This is an optimization exercise on Yosys and OpenROAD, whose aim is small area and a short achievable clock period, not a production implementation. RTL that was checked went through simulation tests only; none was proved equivalent to the original. Only the layout flow was run in run 2; the RTL was not checked for function there.

## flow/design.v (module list and top-level ports; edited modules follow where they fit)
// module PE: 1572 lines
module PE#(
    parameter d_width = 32,
    parameter a_width = 8,
    parameter iact_size =  5,
    parameter kernel_size = 3
)
(
    input start,
    input clk, rst_n,
    input [d_width -1 : 0] weight,
    input [d_width -1 : 0] iact,
    output reg load_weight,
    output reg load_iact,
    output reg done,
    output reg [d_width -1 : 0] pe_out
);
  // ...
==> flow/flow/run.sh <==
#!/bin/bash
# Layout flow: the standard layout (standard.sh) with these changes:
#  - the port buffers are buf_2 cells instead of the cell buffer_ports picks;
#  - timing repair aims at 6.8 ns of setup slack at the 10 ns clock, and
#    may only resize cells and swap pins (no buffers, no cloning).
set -euo pipefail
cat >> config.mk <<'EOC'
export BUFFER_PORTS_ARGS = -buffer_cell sky130_fd_sc_hd__buf_2
export SETUP_SLACK_MARGIN = 6.8
export SETUP_MOVE_SEQUENCE = sizeup,swap
EOC
bash standard.sh > standard.log 2>&1
==> flow/standard.sh <==
#!/bin/bash
# synth_recipe.tcl (not shown) runs the flow's synth.tcl, then flattens the netlist and writes it again
# the make line also repeats each setting of config.mk as NAME=value (left out here)
make -C /OpenROAD-flow-scripts/flow DESIGN_CONFIG=/design/flow/config.mk WORK_HOME=/design/flow/orfs CLKGATE_MAP_FILE= SYNTH_SCRIPT=/design/flow/synth_recipe.tcl "${@:-finish}"
==> flow/config.mk <==
export PLATFORM = sky130hd
export DESIGN_NAME = PE
export DESIGN_NICKNAME = PE
export VERILOG_FILES = /design/flow/design.v
export SDC_FILE = /design/flow/constraint.sdc
export NUM_CORES = 4
export LEC_CHECK = 0
export CAP_MARGIN = 20
export CORE_MARGIN = 2
export CORE_UTILIZATION = 60
export CTS_BUF_LIST = sky130_fd_sc_hd__clkbuf_16
export CTS_CLUSTER_DIAMETER = 60
export CTS_CLUSTER_SIZE = 30
export SLEW_MARGIN = 20
export BUFFER_PORTS_ARGS = -buffer_cell sky130_fd_sc_hd__buf_2
export SETUP_SLACK_MARGIN = 6.8
export SETUP_MOVE_SEQUENCE = sizeup,swap
==> flow/constraint.sdc <==
create_clock -name core_clock -period 10.0 [get_ports {clk}]
set_input_delay 2.0000 -clock core_clock [delete_from_list [all_inputs] [get_ports {clk}]]
set_output_delay 2.0000 -clock core_clock [all_outputs]
set_load 0.01 [all_outputs]
==> summary.txt, run 1 <==
- Outcome: complete, no violations
- Post-DP HPWL: 47000 um
- Layout fillers: 3782
- Layout cells sized above 1: 0.152
- Slew Limit Fails: 0
- Setup CP Type: flop to output pin
- Primary FF master, synth: dfxtp_1
- Total number of vias: 19766
- Core ar.: 0.0454 mm2
- Adder-cell share of the synthesized area: 0.0950
- Routability cong.: 0.874
- Hold_ws: 0.300 ns
- Min-delay worst type: flop to flop
- CTS Buf Count: 36
- Number of DRC markers in iteration 0: 1367
- CP delay by family, top: flip-flops
- Design area: 0.0299 mm2
- Max_slew headroom: 0.260
- Number of post-CTS setup repair buffers: 0
- Post-Layout Cell Count: 3442
- Maxcap violations: 0
- Crit path time final: 3.15 ns
- Fin. Hold Viols: 0
- Largest class: multi-input combinational cells
- Place WS: 6.53 ns
- Synthesized area per cell: 9.80 um2
- Most frequent cells in the layout: 617 x xnor2_1, 383 x dfxtp_1, 247 x a22oi_1, 220 x nor2_1, 157 x maj3_1
- Hold Crit Start: r4[16]
- Largest family of logic cells by synthesized area: XOR/XNOR gates
- Setup crit start: pe_out[23]
- Count leader, synth: xnor2_1
- Yosys top cell by area: dfxtp_1
- Clock Latency Late Sink: 0.59 ns
- M1 wire length: 30500 um
- Post-Route Utilization: 0.659
- H-Tree Depth: 2
==> run 2: changes to the inputs <==
--- a/flow/design.v
+++ b/flow/design.v
@@ -20,27 +20,31 @@
     always @(posedge clk or negedge rst_n)
         if (!rst_n) cnt <= 5'd0;
         else cnt <= nc;
     reg ld_i;    
     reg ld_w;    
     reg clr;     
     reg tap4;    
     reg hold;    
+    always @(posedge clk) begin
+        ld_i <= (nc >= 5'd1) && (nc <= 5'd5);
+        ld_w <= (nc >= 5'd7) && (nc <= 5'd9);
+        clr  <= (nc == 5'd9) || (nc == 5'd14) || (nc == 5'd18);
+        tap4 <= (nc == 5'd14) || (nc == 5'd18) || (nc == 5'd19) || (nc == 5'd20);
+        hold <= (nc == 5'd12);
+    end
     reg outp;    
+    reg keep;    
     always @(posedge clk or negedge rst_n)
         if (!rst_n) begin
-            ld_i <= 1'b0; ld_w <= 1'b0; clr <= 1'b0; tap4 <= 1'b0; hold <= 1'b0; outp <= 1'b0;
+            outp <= 1'b0; keep <= 1'b0;
         end else begin
-            ld_i <= (nc >= 5'd1) && (nc <= 5'd5);
-            ld_w <= (nc >= 5'd7) && (nc <= 5'd9);
-            clr  <= (nc == 5'd9) || (nc == 5'd14) || (nc == 5'd18);
-            tap4 <= (nc == 5'd14) || (nc == 5'd18) || (nc == 5'd19) || (nc == 5'd20);
-            hold <= (nc == 5'd12);
             outp <= (nc == 5'd14) || (nc == 5'd18) || (nc == 5'd22);
+            keep <= (nc != 5'd0) && (nc != 5'd14) && (nc != 5'd18) && (nc != 5'd22);
         end
     reg [31:0] r0, r1, r2, r3, r4;
     reg [31:0] w0, w1, w2;
     reg [31:0] a;           
     reg [31:0] an;          
     always @(posedge clk) begin
         r0 <= r1; r1 <= r2; r2 <= r3; r3 <= r4; r4 <= ld_i ? iact : r0;
         w0 <= w1; w1 <= w2; w2 <= ld_w ? weight : w0;
@@ -1556,17 +1560,15 @@
     assign sum[27] = sum_p[27] ^ G1032;
     assign sum[28] = sum_p[28] ^ G1034;
     assign sum[29] = sum_p[29] ^ G1036;
     assign sum[30] = sum_p[30] ^ G1038;
     assign sum[31] = sum_p[31] ^ G1040;
     always @(posedge clk or negedge rst_n)
         if (!rst_n) begin
             load_iact <= 1'b0; load_weight <= 1'b0; done <= 1'b0; pe_out <= 32'd0;
-        end else if (cnt == 5'd0) begin
-            load_iact <= 1'b0; load_weight <= 1'b0; done <= 1'b0; pe_out <= 32'd0;
         end else begin
-            if (cnt == 5'd6) load_iact <= 1'b1;
-            if (cnt == 5'd10) load_weight <= 1'b1;
+            load_iact <= (cnt != 5'd0) && (load_iact || cnt == 5'd6);
+            load_weight <= (cnt != 5'd0) && (load_weight || cnt == 5'd10);
             done <= outp;
-            if (outp) pe_out <= sum;
+            pe_out <= ({32{outp}} & sum) | ({32{keep}} & pe_out);
         end
 endmodule
==> run 2 against run 1 <==
Fmax decreased by 3.1%. Register-to-register slack got worse by 0.17 ns. Sequential share of layout area decreased by 0.82 points. Via count decreased by 0.81%. Routed wire length is 2.9% higher. Largest cell class unchanged. Synthesized cell count is 2.7% lower. Critical path depth increased by 11. Critical endpoint is now pe_out[30]. Worst hold slack improved by 0.025 ns. Die area rose by 0.95%. Clock skew is 0.010 ns higher. Global-route usage up 0.57 points.
==> summary.txt, run 2 <==
- Hold_ws: 0.326 ns (+0.0255 ns)
- Clk slew on worst S/H paths: 0.09 ns
- CP delay by family, top: compound AO/OA/AOI/OAI gates
- Commonest cells post-synth: 539 x xnor2_1, 435 x dfxtp_1, 248 x a22oi_1, 195 x maj3_1, 183 x nor2_1
- Synth top area share: 0.312
- Placement Cell Area: 0.0286 mm2
- CTS Buf Count: 38 (+5.6%)
- Fin nets: 2865
- GR Util met1: 0.395
- Outcome: complete, no violations
- Core ar.: 0.0463 mm2 (+1.9%)
- Die Width: 220 um
- RSZ-0062 raised after global routing: true
- Synth warn: 1
- Crit path time final: 3.25 ns (+0.101 ns)
- Netlist cell types: 65
- Crit path capture type: flop
- Synth Cell Area: 0.0279 mm2
- Detail Route Antenna Nets: 0
- First-pass GRT wire length: 109000 um
- Multi-input logic area: 0.0173 mm2
- Busiest grt layer: met2
- Final Skew: 0.0540 ns
- Most frequent cells in the layout: 519 x xnor2_1, 403 x dfxtp_1, 244 x a22oi_1, 190 x maj3_1, 183 x nor2_1
- Synthesized area per cell: 10.2 um2 (+3.8%)
- Layout cells sized above 1: 0.151 (-0.00173)
- Min-delay worst type: flop to flop
- Final Cycle Share: 0.325
- Post-synth net total: 2863
- Mapped Cells: 2746
- Place WS: 6.47 ns (-0.0658 ns)
- Die area: 0.0483 mm2
- Initial antenna violation count: 0
- WP data required: 10.45 ns
- Dpl cells: 3315
- #FFs+latches synth: 477
- GRT Overall Usage: 0.289
- Post-synth EDFFs: 0
- Top post-synthesis cells by area: dfxtp_1 31%, xnor2_1 17%, maj3_1 7.0%, a22oi_1 6.7%, xor2_1 4.9%
- Primary FF master, synth: dfxtp_1
- Seq. cell area: 0.00981 mm2
- Fmax: 0.308 GHz
- Crit-path cells: maj3_2 -> maj3_2 -> ha_4 -> a21o_1 -> a21oi_2 -> o21ai_1 -> a21oi_1 -> or2_4 -> o31a_1 -> a211oi_4 -> or3_1 -> a32o_1
- Ant diodes: 0
- Asr flop ratio synth: 0.0881
- CTS Buffer Depth: 3
- Vias in the first global route: 19520
- Setup TNS: 0 ns
- Die Y: 220 um
- GRT met2 Usage: 0.466
- Routability cong.: 0.900 (+2.9%)
- Rows: 79
- Largest net degree at the start of global routing: 79
- Post-DP HPWL: 47400 um (+0.98%)
- Post-Route Utilization: 0.659 (+0.000665)
- Setup-failing EPs final: 0
- Cell repeated most along the worst path: maj3_2
- Worst setup margin: 6.75 ns
- Count leader, synth: xnor2_1
- Critical path fanouts, max: 6
- Number of post-CTS setup repair buffers: 0 (unchanged)
- CP arrival: 3.70 ns
- Sink Count: 477
- Design area: 0.0305 mm2 (+2.0%)
- CTS tree: done
- Fin. Hold Viols: 0 (unchanged)
- Routed wire length: 69500 um
- # hold bufs at CTS: 0
- Met3 Resource Use GR: 0.0374
- Starting Density: 0.603
- Area Overhead vs Synth: 9.27%
- Max_slew headroom: 0.304 (+0.0440)
- Number of DRC markers in iteration 0: 1478 (+8.1%)
- Setup CP Type: flop to flop
- Total number of vias: 19606 (-0.81%)
- Post-Layout Cell Count: 3382 (-1.7%)
- Crit path buffers/inverters: 0
- Slowest stage delay, CP: 0.39 ns
- Maxcap violations: 0 (unchanged)
- Commonest non-fill, non-tap cell in the layout: xnor2_1
- Worst-margin pin slew: 1.04 ns
- H-Tree Depth: 2 (unchanged)
- IO Count: 102
- Drt pass-1 iters: 6
- Crit-path slowest cell: or3_1
- DRC: 0
- Port bufs: 101
- Slew Limit Fails: 0 (unchanged)
- Crit start category: flop
- Layout fillers: 3743 (-1.0%)
- Root cell of the clock tree: clkbuf_16
- Total global routing overflow: 0
- Post-synthesis sequential area ratio: 0.350
- Yosys top cell by area: dfxtp_1
- Via density: 5.80
- Drt wl/cell: 20.6 um
- Clock Latency Late Sink: 0.61 ns (+0.02 ns)
==> run 2: final timing paths <==
check                            from          to  slack [ns]  cells after the start
hold reg to reg                r3[21]      r2[21]        0.33                      0
setup reg to reg           acc0_c[19]  pe_out[30]        6.75                     12
hold / removal                 r3[21]      r2[21]        0.33                      0
max in group asynchronous       rst_n  pe_out[21]        7.82                      1
min in group asynchronous       rst_n      cnt[3]        1.55                      1
setup / recovery           acc0_c[19]  pe_out[30]        6.75                     12
==> run 2: cell type report <==
type,count,share of cell area
clock buffer,39,0.0320
clock inverter,28,0.0162
sequential,477,0.322
inverter,58,0.00714
multi-input combinational,2031,0.568
timing repair buffer,142,0.0296
tap,607,0.0249
==> run 2: logic make-up (layout without fill, tap and decap cells) <==
kind of cell    after synthesis  count (layout)  share of synthesized area
simple gates                418             418                     0.0654
buf+inv                     238             267                     0.0392
mux                         109             109                     0.0434
compound gates              460             460                      0.115
fa+ha+maj                   264             264                      0.101
flops                       477             477                      0.350
xor+xnor                    780             780                      0.287
==> run 2: metal layers <==
metal / vias to the layer above / wire [um]
met5: - / 0
met4: 0 / 2460
met3: 140 / 4740
met2: 658 / 31400
met1: 9424 / 30900
li1: 9384 / -
==> run 2: what timing repair did <==
item,CTS,global route
endpoints found under the setup margin,36,31
pin swaps,3,7
gates resized for setup,34,70
==> run 2: worst register-to-register path: cells and delay by family (launching register included) <==
| family | cells | cell delay [ns] |
|---|---|---|
| DFF | 1 | 0.38 |
| AOI/OAI and AO/OA | 7 | 1.29 |
| and+or+nand+nor | 2 | 0.53 |
| adders and majority gates | 3 | 0.93 |

[static timing again, ports no longer ideal]
How much do the figures lean on ideal ports? The routed layouts below were timed once more, with nothing changed but the port constraints.
Step 1: set_driving_cell puts a clkbuf_16 on clk and a buf_2 on each other input, an assumption about the parent block.
Step 2, shift: input delay + t, output delay - t, t = (earliest + latest rising clock arrival at the registers) / 2. This alone moves slack from input paths to output paths.
Three values: ideal ports, drivers, drivers and shift; two values: the first two.
run	t (ns)	setup WS [ns]	hold slack, ns	worst register clock-pin slew, ns	pins driven straight from the clock port
run 1	0.628	6.853 / 6.792 / 6.717	0.300 / 0.300 / 0.300	0.10 / 0.10	1
run 2	0.640	6.753 / 6.753 / 6.513	0.326 / 0.326 / 0.326	0.11 / 0.11	1
After both steps setup and hold are still met in every run listed. For run 2, which loses most, drivers alone change the setup slack by 0.000 ns; drivers and shift together by -0.240 ns.
